This is an optimization exercise on Yosys and OpenROAD, whose aim is small area, not a production implementation. The RTL was checked by simulation tests, not by an equivalence proof against the original design. Power is estimated from default activity; no workload was simulated.

Setup of the baseline:
==> flow/design.v (excerpt) <==
module UNIT_FINAL(clk, reset, tr1, tr2, tr3, tr4, ov, uv, TEM, db, col1, col2, col3, col4,
            ad_in, adclk, cs_n, K_1, K_2, K_3, K_4, K_5, rcvd, sent,
            LED1, LED2, LED3, LED4, LED5, LED6, LED7, LED8, LED9, LED10);
export LEC_CHECK = 0
export CAP_MARGIN = 20
export CORE_MARGIN = 2
export CORE_UTILIZATION = 55
export CTS_BUF_LIST = sky130_fd_sc_hd__clkbuf_8
export CTS_CLUSTER_DIAMETER = 60
export CTS_CLUSTER_SIZE = 16
export SLEW_MARGIN = 20
create_clock -name core_clock -period 6.0 [get_ports {clk}]
standard.sh (not shown) runs the stock make flow with config.mk's settings and CLKGATE_MAP_FILE= SYNTH_SCRIPT=/design/flow/synth_recipe.tcl, a recipe that flattens the netlist after the stock synthesis.
==> flow/flow/run.sh <==
#!/bin/bash
# Layout flow: the standard ORFS flow, with synthesis mapped for area.
# Synthesis runs the standard script (standard.sh synth, synth_recipe.tcl)
# with three ORFS settings changed:
#  - ABC_AREA=1 with an area-only ABC script (flow/abc_area.script),
#  - ADDER_MAP_FILE empty: no full/half-adder cell extraction,
#  - SYNTH_OPERATIONS_ARGS set: no Kogge-Stone carry-lookahead mapping.
# Registers are mapped by dfflibmap before ABC, exactly as in the
# standard synthesis. Everything after synthesis is the standard flow.
set -euo pipefail
S="$PWD/scripts_area"
rm -rf "$S"
cp -r "$FLOW_HOME/scripts" "$S"
cp flow/abc_area.script "$S/abc_area.script"
bash standard.sh SCRIPTS_DIR="$S" ABC_AREA=1 ADDER_MAP_FILE= \
    SYNTH_OPERATIONS_ARGS=-nofsm synth > synth.log 2>&1
bash standard.sh > layout.log 2>&1
==> flow/flow/abc_area.script <==
strash
dch
amap
topo
stime -c
Changes in the candidate relative to the baseline:
==> flow/run.sh (new file) <==
#!/bin/bash
# synth_recipe.tcl (not shown) runs the flow's synth.tcl, then flattens the netlist and writes it again
# the make line also repeats each setting of config.mk as NAME=value (left out here)
make -C /OpenROAD-flow-scripts/flow DESIGN_CONFIG=/design/flow/config.mk WORK_HOME=/design/flow/orfs CLKGATE_MAP_FILE= SYNTH_SCRIPT=/design/flow/synth_recipe.tcl finish
removed: flow/flow/run.sh
removed: flow/flow/abc_area.script
removed: flow/standard.sh
--- outcome ---
The candidate vs. the baseline: wire length on met2 went down by 370 µm. Going from the baseline to the candidate, the total non-filler cell area in the finished layout was found to have gone up by 0.0029 mm². Comparing the baseline and the candidate, the lower global-route met3 utilization was measured on the candidate. Compared with the baseline, the candidate shows area of the multi-input gates higher by about 43%. The candidate against the baseline: count of non-CTS buffers in the layout saw a decrease, final hold slack increased 28 ps, number of cells produced by synthesis now larger.

---

UNIT_FINAL, a different RTL version from the one above (not shown whole).
Size: roughly 360 flip-flops, roughly 34 I/O pins, ~15,000 µm² of cells after synthesis.
clock: 6.0 ns
lec_check: 0
cap_margin: 0
core_margin: 2
core_utilization: 65
cts_buf_list: sky130_fd_sc_hd__clkbuf_8
cts_cluster_diameter: 60
cts_cluster_size: 16
gpl_timing_driven: 0
slew_margin: 0
==> flow/flow/run.sh <==
#!/bin/bash
# Layout flow: the standard ORFS flow, with synthesis mapped for area.
# Synthesis runs the standard script (standard.sh synth, synth_recipe.tcl)
# with three ORFS settings changed:
#  - ABC_AREA=1 with an area-only ABC script (flow/abc_area.script:
#    deepsyn logic restructuring, then area-only cell mapping),
#  - ADDER_MAP_FILE empty: no full/half-adder cell extraction,
#  - SYNTH_OPERATIONS_ARGS set: no Kogge-Stone carry-lookahead mapping.
# Registers are mapped by dfflibmap before ABC, exactly as in the
# standard synthesis. After synthesis the standard flow runs, with the
# clock tree built without dummy loads (flow/cts_args) and buf_1 cells
# as the input and output port buffers.
set -euo pipefail
S="$PWD/scripts_area"
rm -rf "$S"
cp -r "$FLOW_HOME/scripts" "$S"
cp flow/abc_area.script "$S/abc_area.script"
bash standard.sh SCRIPTS_DIR="$S" ABC_AREA=1 ADDER_MAP_FILE= \
    SYNTH_OPERATIONS_ARGS=-nofsm synth > synth.log 2>&1
bash standard.sh "CTS_ARGS=$(cat flow/cts_args)" \
    "BUFFER_PORTS_ARGS=-buffer_cell sky130_fd_sc_hd__buf_1" > layout.log 2>&1
==> flow/flow/abc_area.script <==
strash
&get -n
&deepsyn -T 120
&put
dch -f
amap -m -F 4 -A 16
topo
stime -c
==> flow/flow/cts_args <==
-sink_clustering_enable -repair_clock_nets -sink_clustering_size 19 -sink_clustering_max_diameter 60 -buf_list sky130_fd_sc_hd__clkbuf_8 -dont_use_dummy_load
Change:
==> flow/flow/cts_args (replaced) <==
-sink_clustering_enable -repair_clock_nets -sink_clustering_size 16 -sink_clustering_max_diameter 60 -buf_list sky130_fd_sc_hd__clkbuf_8 -dont_use_dummy_load
After rerunning:
- The changed run finished with timing, DRC and antenna clean
- die area does not change
- non-clock buffer count stays the same
- setup slack got worse by 34 ps

---

run 1:
UNIT_FINAL, a different RTL version from the one above (not shown whole).
Size: about 360 flip-flops, ~16000 µm² of cells after synthesis.
Settings: LEC_CHECK=0, CAP_MARGIN=20, CORE_MARGIN=2, CORE_UTILIZATION=55, CTS_BUF_LIST=sky130_fd_sc_hd__clkbuf_8, CTS_CLUSTER_DIAMETER=60, CTS_CLUSTER_SIZE=16, SLEW_MARGIN=20; clock period 6.0 ns.
==> flow/flow/run.sh <==
#!/bin/bash
# Layout flow: the standard ORFS flow, with synthesis mapped for area.
# Synthesis runs the standard script (standard.sh synth, synth_recipe.tcl)
# with three ORFS settings changed:
#  - ABC_AREA=1 with an area-only ABC script (flow/abc_area.script),
#  - ADDER_MAP_FILE empty: no full/half-adder cell extraction,
#  - SYNTH_OPERATIONS_ARGS set: no Kogge-Stone carry-lookahead mapping.
# Registers are mapped by dfflibmap before ABC, exactly as in the
# standard synthesis. Everything after synthesis is the standard flow.
set -euo pipefail
S="$PWD/scripts_area"
rm -rf "$S"
cp -r "$FLOW_HOME/scripts" "$S"
cp flow/abc_area.script "$S/abc_area.script"
bash standard.sh SCRIPTS_DIR="$S" ABC_AREA=1 ADDER_MAP_FILE= \
    SYNTH_OPERATIONS_ARGS=-nofsm synth > synth.log 2>&1
bash standard.sh > layout.log 2>&1
==> flow/flow/abc_area.script <==
strash
dc2
dc2
dch -f
amap -m -F 2 -A 8
topo
stime -c
### run 1 -> run 2
- an added GPL_TIMING_DRIVEN of 0
- a change of CORE_UTILIZATION from 55 to 65
-- flow/flow/run.sh --
<<< run 1, line 8
# Registers are mapped by dfflibmap before ABC, exactly as in the
# standard synthesis. Everything after synthesis is the standard flow.
set -euo pipefail
>>> run 2, line 8
# Registers are mapped by dfflibmap before ABC, exactly as in the
# standard synthesis. After synthesis the standard flow runs, with the
# clock tree built without dummy loads (flow/cts_args) and buf_1 cells
# as the input and output port buffers.
set -euo pipefail
<<< run 1, line 16
    SYNTH_OPERATIONS_ARGS=-nofsm synth > synth.log 2>&1
bash standard.sh > layout.log 2>&1
>>> run 2, line 18
    SYNTH_OPERATIONS_ARGS=-nofsm synth > synth.log 2>&1
bash standard.sh "CTS_ARGS=$(cat flow/cts_args)" \
    "BUFFER_PORTS_ARGS=-buffer_cell sky130_fd_sc_hd__buf_1" > layout.log 2>&1
==> flow/flow/cts_args (new file) <==
-sink_clustering_enable -repair_clock_nets -sink_clustering_size 30 -sink_clustering_max_diameter 100 -buf_list sky130_fd_sc_hd__clkbuf_16 -dont_use_dummy_load
Findings:
[run 2 vs run 1] growth of design area from synthesis to finish: lower in run 2. Diff run 1 and run 2: clock skew higher in run 2. Between run 1 and run 2, the number of buffers and inverters on the critical path figures differ only marginally. Delta (run 2 minus run 1): worst setup slack moved down; maximum number of pins on one net before global-route repair moved down; via density per instance went up by 0.29; routed wire length shrank by about 3.8%.
#### Input delta (run 3 over run 2)
- CAP_MARGIN: 20 -> 0
- SLEW_MARGIN: 20 -> 0
==> flow/flow/cts_args <==
-sink_clustering_enable -repair_clock_nets -sink_clustering_size 16 -sink_clustering_max_diameter 60 -buf_list sky130_fd_sc_hd__clkbuf_8 -dont_use_dummy_load
==> comparison <==
Run 3 vs. run 2: total design power dropped 0.93%; area of all sequential standard cells barely changed. Going from run 2 to run 3, count of clock-buffer cells in the layout rose 12; number of antenna cells inserted did not really move.
Changes in run 4 relative to run 3:
- changing SLEW_MARGIN from 0 to 20
- changing CAP_MARGIN from 0 to 20
- removing GPL_TIMING_DRIVEN (formerly 0)
- changing CORE_UTILIZATION from 65 to 55
-- flow/flow/run.sh --
<<< run 3, line 9
# standard synthesis. After synthesis the standard flow runs, with the
# clock tree built without dummy loads (flow/cts_args) and buf_1 cells
# as the input and output port buffers.
set -euo pipefail
>>> run 4, line 9
# standard synthesis. After synthesis the standard flow runs, with the
# clock tree built without dummy loads (flow/cts_args).
set -euo pipefail
<<< run 3, line 18
    SYNTH_OPERATIONS_ARGS=-nofsm synth > synth.log 2>&1
bash standard.sh "CTS_ARGS=$(cat flow/cts_args)" \
    "BUFFER_PORTS_ARGS=-buffer_cell sky130_fd_sc_hd__buf_1" > layout.log 2>&1
>>> run 4, line 17
    SYNTH_OPERATIONS_ARGS=-nofsm synth > synth.log 2>&1
bash standard.sh "CTS_ARGS=$(cat flow/cts_args)" > layout.log 2>&1
==> run notes <==
The die extent in x of run 4 exceeds that of run 3 by 14 µm.
Run 4 vs. run 3: non-filler instance count after layout went up by 2.8%.
Diff run 3 -> run 4: die area picked up an extra about 18%, required time at the worst-slack endpoint picked up an extra 20 ps.

## afterwards: timing with drivers on the ports
Ports are ideal in the flow. The routed layouts listed here were re-timed in OpenROAD. Step 1 sets driving cells, clkbuf_16 on the clock port and buf_2 on the other inputs (assumed; they add their load-dependent delay and slew). Step 2 moves the port delays by t, midway between the first and last clock arrival at a register: inputs arrive t later, outputs are due t later. That takes back most of the time a late clock gives input paths. a / b / c = ideal ports / drivers / drivers and shift; a / b = the first two.
| run | t, ns | setup WS [ns] | clock arrival spread, ns |
|---|---|---|---|
| the baseline | 0.660 | 1.124 / 1.124 / 1.124 | 0.039 / 0.038 |
| the candidate | 0.657 | 1.909 / 1.855 / 2.070 | 0.028 / 0.027 |
| the first run of note 2 | 0.639 | 0.943 / 0.943 / 0.943 | 0.052 / 0.052 |
| the second run of note 2 | 0.624 | 0.909 / 0.909 / 0.909 | 0.053 / 0.052 |
| run 1 | 0.665 | 1.064 / 1.064 / 1.064 | 0.027 / 0.027 |
| run 2 | 0.543 | 0.767 / 0.767 / 0.767 | 0.042 / 0.043 |
| run 3 | 0.631 | 0.772 / 0.772 / 0.772 | 0.056 / 0.057 |
| run 4 | 0.647 | 1.011 / 1.011 / 1.011 | 0.042 / 0.042 |
After both steps every run listed still meets setup and hold.
